Source: an optimization exercise on an open RTL-to-GDS flow (aim: small area, a short achievable clock period and few clock cycles per item). Production flows keep margins and buffers that such runs may drop.
Function was checked by simulation only, so behaviour that the tests miss may differ from the original.
No activity file was given, so power comes from the tool's default toggle rates.

==> flow/design.v (outline; a module is shown in full before it is edited, if it fits) <==
// module attention_microkernel_engine: 1333 lines
// module attn_ks_add: 27 lines
module attention_microkernel_engine #(
    parameter int unsigned XLEN      = 32,
    parameter int unsigned MAX_K     = 256,   
    parameter int unsigned WORD_ELEMS = 4     
) (
    input  logic                   clk_i,
    input  logic                   rst_ni,
    input  logic                   cfg_valid_i,
    input  logic [$clog2(MAX_K+1)-1:0] cfg_k_i,
    input  logic signed [15:0]      cfg_scale_i,
    input  logic [3:0]             cfg_shift_i,
    input  logic signed [31:0]      cfg_clip_min_i,
    input  logic signed [31:0]      cfg_clip_max_i,
    input  logic                   cfg_enable_scale_i,
    input  logic                   cfg_enable_clip_i,
    input  logic                   load_q_valid_i,
    input  logic [$clog2((MAX_K+WORD_ELEMS-1)/WORD_ELEMS)-1:0] load_q_idx_i,
    input  logic [31:0]            load_q_word_i,
    input  logic                   load_k_valid_i,
    input  logic [$clog2((MAX_K+WORD_ELEMS-1)/WORD_ELEMS)-1:0] load_k_idx_i,
    input  logic [31:0]            load_k_word_i,
    input  logic                   start_i,
    output logic                   busy_o,
    output logic                   done_o,
    output logic                   result_valid_o,
    output logic signed [31:0]      result_o
);
  // ...
==> flow/flow/run.sh <==
#!/bin/bash
# The standard layout (the standard.sh), with two changes to how it is made:
# - ports are buffered with buf_4 cells instead of the cell buffer_ports picks;
# - repair_timing aims for 12 ns of setup slack (a 5 ns period) instead of 0,
#   so it sizes the paths that would set the achieved period.
# The clock period and all constraints are the design's.
set -euo pipefail
bash standard.sh \
  BUFFER_PORTS_ARGS="-buffer_cell sky130_fd_sc_hd__buf_4" \
  SETUP_SLACK_MARGIN=12 \
  finish > make_finish.log 2>&1
==> flow/standard.sh <==
#!/bin/bash
# synth_recipe.tcl (not shown) runs the flow's synth.tcl, then flattens the netlist and writes it again
# the make line also repeats each setting of config.mk as NAME=value (left out here)
make -C /OpenROAD-flow-scripts/flow DESIGN_CONFIG=/design/flow/config.mk WORK_HOME=/design/flow/orfs CLKGATE_MAP_FILE= SYNTH_SCRIPT=/design/flow/synth_recipe.tcl "${@:-finish}"
==> flow/config.mk <==
export PLATFORM = sky130hd
export DESIGN_NAME = attention_microkernel_engine
export DESIGN_NICKNAME = attention_microkernel_engine
export VERILOG_FILES = /design/flow/design.v
export SDC_FILE = /design/flow/constraint.sdc
export NUM_CORES = 4
export LEC_CHECK = 0
export ABC_AREA = 1
export CAP_MARGIN = 20
export CORE_MARGIN = 2
export CORE_UTILIZATION = 40
export SLEW_MARGIN = 20
==> flow/constraint.sdc <==
create_clock -name core_clock -period 17.0 [get_ports {clk_i}]
set_input_delay 3.4000 -clock core_clock [delete_from_list [all_inputs] [get_ports {clk_i}]]
set_output_delay 3.4000 -clock core_clock [all_outputs]
set_load 0.01 [all_outputs]
==> impl_metrics.yaml, run 1 <==
status:
  run_status: "timing/DRC/antenna clean"
timing:
  rsz0062_at_grt: "yes"
  setup-tns-final_ns: 0
  clock.fmax_mhz: 193
  hold_viol_final: 0
detailed_routing:
  first_pass_iters: 8
  dr_total_vias: 134000
  route.antenna.remaining_nets: 0
critical_path:
  crit_path_start: "done_q$_DFF_PN0_"
  cp_slowest_cell: "dfrtp_2"
  start_kind: "flip-flop"
finish:
  layout.cells.most_common: "nand2_1"
  top_area_cell_class: "sequential cells"
  multiInputGateArea_um2: 61200
  num-fill-cells: 43200
synthesis:
  synth-compound-area-share_pct: 11.9
  synth_top_area_share_pct: 34.5
  synth_adder_area_share_pct: 5.15
  async_reset_ff_share_pct: 4.48
  ys_seq_elements: 4733
  post-synth-top-area-cell: "edfxtp_1"
  synth_most_common_cell: "nand2_1"
  synthTopCellsByArea: "edfxtp_1, dfxtp_1, nand2_1"
die:
  start_util_pct: 40.2
power_and_ir_drop:
  pwr.group.combinational_w: 0.0144
  power.switching_w: 0.0142
  p_total_w: 0.0389
clock_tree:
  count_of_clock_tree_sinks: 4733
global_routing:
  grt_pass1_wl_um: 885000
Testbench counts, summed over its fixed seeds: cycles 21,256, items 512.
==> run 2, diff against run 1 <==
--- a/flow/design.v
+++ b/flow/design.v
@@ -137,18 +137,21 @@
         k_vld[w] <= k_we[w] | k_vld[(w + 1) % MAX_WORDS];
       end
     end
   end
   logic [CNT_W-1:0]  cov_q, cov_d;
   logic              restart, ext, tok, pend_q, pend_now;
   logic [31:0]       q_rd, k_rd, q_0, q_op, k_op;
   logic [MAX_WORDS-1:0] cov_oh;
+  always_ff @(posedge clk_i or negedge rst_ni) begin
+    if (!rst_ni) cov_oh <= MAX_WORDS'(1);
+    else for (int w = 0; w < MAX_WORDS; w++) cov_oh[w] <= (cov_d[WORD_W-1:0] == WORD_W'(w));
+  end
   always_comb begin
-    for (int w = 0; w < MAX_WORDS; w++) cov_oh[w] = (cov_q[WORD_W-1:0] == WORD_W'(w));
     q_rd = '0;
     for (int w = 0; w < MAX_WORDS; w++) q_rd = q_rd | (q_mem[w] & {32{cov_oh[w] & q_vld[w]}});
   end
   assign k_rd = (kp_v && kp_i == k_head) ? kp_w : (k_ring[0] & {32{k_vld[0]}});
   assign q_0  = q_mem[0] & {32{q_vld[0]}};
   always_comb begin
     logic qbyp0, kbyp0, npos0, ext0, tok0;
     logic qbyp1, kbyp1, ext1, tok1, qbyp, kbyp;
==> run 2 against run 1 <==
Sequential power barely moved. Setup slack improved by 0.12 ns. Synthesized cell count rose by 0.76%. Critical path depth increased by 5. Critical endpoint is now q_mem[921]$_DFFE_PP_. Largest cell class unchanged. Highest routed layer unchanged. Non-clock buffer count fell by 21. Still clean on timing, DRC and antenna. Cell count rose by 0.62%. Clock skew increased by 0.027 ns. Largest power group unchanged. Global-route usage up 0.76 points. Die area rose by 0.83%.
==> impl_metrics.yaml, run 2 <==
synthesis:
  syn-cell-area_um2: 188000
  synth-warning-count: 3
  synth-main-ff-cell: "dfxtp_1"
  synth-edff-count: 2140
  synthDistinctLibCells: 70
  cell_types_with_the_highest_counts_after_synthesis: "nand2_1, o21ai_0, dfxtp_1"
  synth_most_common_cell: "nand2_1"
  synthTopCellsByArea: "edfxtp_1, dfxtp_1, nand2_1"
  synthCells: 18100
  post-synth-top-area-cell: "edfxtp_1"
  ys_seq_elements: 4797
  postSynthAreaPerCell_um2: 10.4
  synth_top_area_share_pct: 34.2
  synth_sequential_area_ratio_pct: 63.2
  async_reset_ff_share_pct: 5.75
critical_path:
  start_kind: "input pin"
  critical_path.max_fanout: 19
  setup.worst_path.class: "in2reg"
  critical_path.reg2reg.startpoint: "acc_s[11]$_DFF_PN0_"
  rr_endpoint: "pc_q[19]$_DFF_P_"
  reg2regPathDepth: 14
  worst_ep_required_time_ns: 17.62
  worst_setup_path_end_kind: "flip-flop"
  setup.worst_path.end: "q_mem[921]$_DFFE_PP_"
  crit_path_start: "load_q_valid_i"
  critPathArrivalTime_ns: 5.69
  flop2flop_setup_slack_ns: 12.09
power_and_ir_drop:
  p_per_area_nw_per_um2: 187
  ir_worst_vdd_v: 0.000497
  leakage_nw: 84.3
detailed_routing:
  post-route-drc-count: 0
  via_per_inst: 5.47
  wl_per_cell_um: 26.1
  detailedRoute.firstIterationViolations: 16700
  route.antenna.remaining_nets: 0
  first_pass_iters: 7
  totalWireLength_um: 642000
  dr_total_vias: 135000
finish:
  syn_to_final_growth_pct: 14.0
  num-nets-final: 18800
  final_area_um2: 214000
  final_layout_size_suffix_gt1_share_pct: 10.3
  num-fill-cells: 43100
  biggestRegsByFlops: "k_ring x2048, q_mem x2048"
  most-common-layout-cells: "nand2_1, o21ai_0, dfxtp_1"
  layout.cells.most_common: "nand2_1"
worst_hold_path:
  timing.hold.worst.class: "reg2reg"
clock_tree:
  cts_buffers: 475
  cts_max_level: 5
  clkSlewWorstSetupHoldPaths_ns: 0.06
  count_of_clock_tree_sinks: 4797
  clock_path_buffers: 4
  clk_root_buffer_cell: "clkbuf_16"
  cts_tree: "yes"
  worstSkewPairLatency_ns: 1.09
global_routing:
  largest_net_degree_at_the_start_of_global_routing: 110
  groute.usage.overall_pct: 26.3
  grt_pass1_wl_um: 912000
  number_of_antenna_violations_at_the_first_check_in_global_routing: 38
  first_global_vias: 126000
  aggregate_global_routing_overflow: 0
status:
  run_status: "timing/DRC/antenna clean"
die:
  fp.dieW_um: 690
  io_pins: 212
  core.rowCount: 251
  floorplan.die_area_um2: 476000
  placeableCoreArea_um2: 468000
  start_util_pct: 40.2
  dieHeight_um: 690
timing:
  finClkSkew_ns: 0.131
  hold_viol_final: 0
  rsz0062_at_grt: "yes"
  maxSlewViolCount: 0
  post-route-period-util_pct: 29.8
  fin_crit_ns: 5.07
  worst_pin_slew_ns: 1.23
  worst_slew_margin_rel_pct: 17.5
  setup-tns-final_ns: 0
  clock.fmax_mhz: 197
  final-setup-viol-count: 0
placed_design:
  dpl_cell_area_um2: 196000
  dp_hpwl_um: 397000
  io_buffer_count: 211
  gpl.final_weighted_congestion: 0.948
flow_run:
  max_cap_violations: 0
## run 2: worst max-delay path: stages
cell	delay, ns
buf_4	0.16
inv_1	0.09
nor3_1	0.17
inv_1	0.06
buf_4	0.28
nor2_4	0.86
buf_4	0.62
## run 2: power breakdown
| group | switching, W | leakage (nW) | internal, W |
|---|---|---|---|
| clock | 0.00460 | 7.79 | 0.00603 |
| sequential | 0.000571 | 42.5 | 0.0137 |
| combinational | 0.00971 | 34.0 | 0.00550 |
## run 2: cell type report
cell class                 instances  area, um^2  area share [%]
inverter                        1475        5610            2.62
multi-input combinational      10700       61300            28.6
tap                             6198        7750            3.62
antenna                           19        47.5          0.0222
clock buffer                     661       13400            6.26
sequential                      4797      119000            55.5
timing repair buffer             552        4710            2.20
clock inverter                   230        2540            1.18
timing repair inverter             3        43.8          0.0204
## run 2: logic make-up after synthesis
| kind of cell | synth area share (%) |
|---|---|
| DFF | 63.2 |
| xor gates and xnor gates | 1.66 |
| buffers and inverters | 5.26 |
| adders and majority gates | 5.09 |
| muxes | 0.244 |
| other | 0.00199 |
| and+or+nand+nor | 13.1 |
| AOI/OAI and AO/OA | 11.4 |
## run 2: worst min path at each step
stage               slack [ns]  depth (start not counted)                end               start
floorplan                 0.33                          0  acc_tok$_DFF_PN0_    op_tok$_DFF_PN0_
global placement          0.34                          0   done_q$_DFF_PN0_  prod_tok$_DFF_PN0_
detailed placement        0.34                          0   done_q$_DFF_PN0_  prod_tok$_DFF_PN0_
CTS                       0.34                          0  acc_tok$_DFF_PN0_    op_tok$_DFF_PN0_
global route              0.34                          0  acc_tok$_DFF_PN0_    op_tok$_DFF_PN0_
finish                    0.33                          0  acc_tok$_DFF_PN0_    op_tok$_DFF_PN0_
## run 2: routing by layer
metal	wire, um	global-route usage (%)
met3	62500	4.94
met5	184	0
met1	261000	35.7
met4	34300	11.8
met2	285000	40.9
## run 2: through the flow
step	std cells	hold WS, ns	power [W]	worst slack (ns)	util [%]
detailed placement	23700	0.339	0.0291	9.11	41.9
global placement	23700	0.338	0.0289	9.00	41.9
finish	24600	0.334	0.0402	11.93	45.8
floorplan	18100	0.331	0.0232	11.71	-
global route	24600	0.336	0.0427	11.88	45.8
CTS	24600	0.337	0.0399	11.94	45.5
## run 2: repair_timing
item                                    CTS  global route
hold buffers                              0             0
endpoints found under the setup margin  272           240
endpoints found under the hold margin     0             0
buffers inserted                         25            30
pin swaps                                15            54
resized for setup                       149           179
cloned                                    7            11
Testbench counts of run 2, summed over its fixed seeds: cycles 21,256, items 512.

-- re-timing with driven ports --
The flow's constraints put no driver on any port. The routed layouts listed below were extracted and timed again, unchanged, in two steps. Step 1: set_driving_cell puts a clkbuf_16 on clk_i and a buf_2 on each other input, an assumption about the parent block. Step 2 also shifts input and output timing later by t, the mid clock arrival at the registers, as if the neighbouring blocks saw the same clock. a / b / c = no drivers / after step 1 / after step 2; a / b = the first two.
run | t (ns) | setup slack, ns | worst setup path after step 2 | clock arrival spread, ns
run 1 | 1.116 | 11.816 / 11.696 / 10.993 | input to register | 0.114 / 0.114
run 2 | 1.148 | 11.931 / 11.861 / 10.713 | input to register | 0.148 / 0.147
After both steps every run listed still meets setup and hold. The setup slack of run 2, which loses most, moves by -0.070 ns with the drivers and by -1.218 ns with both steps.
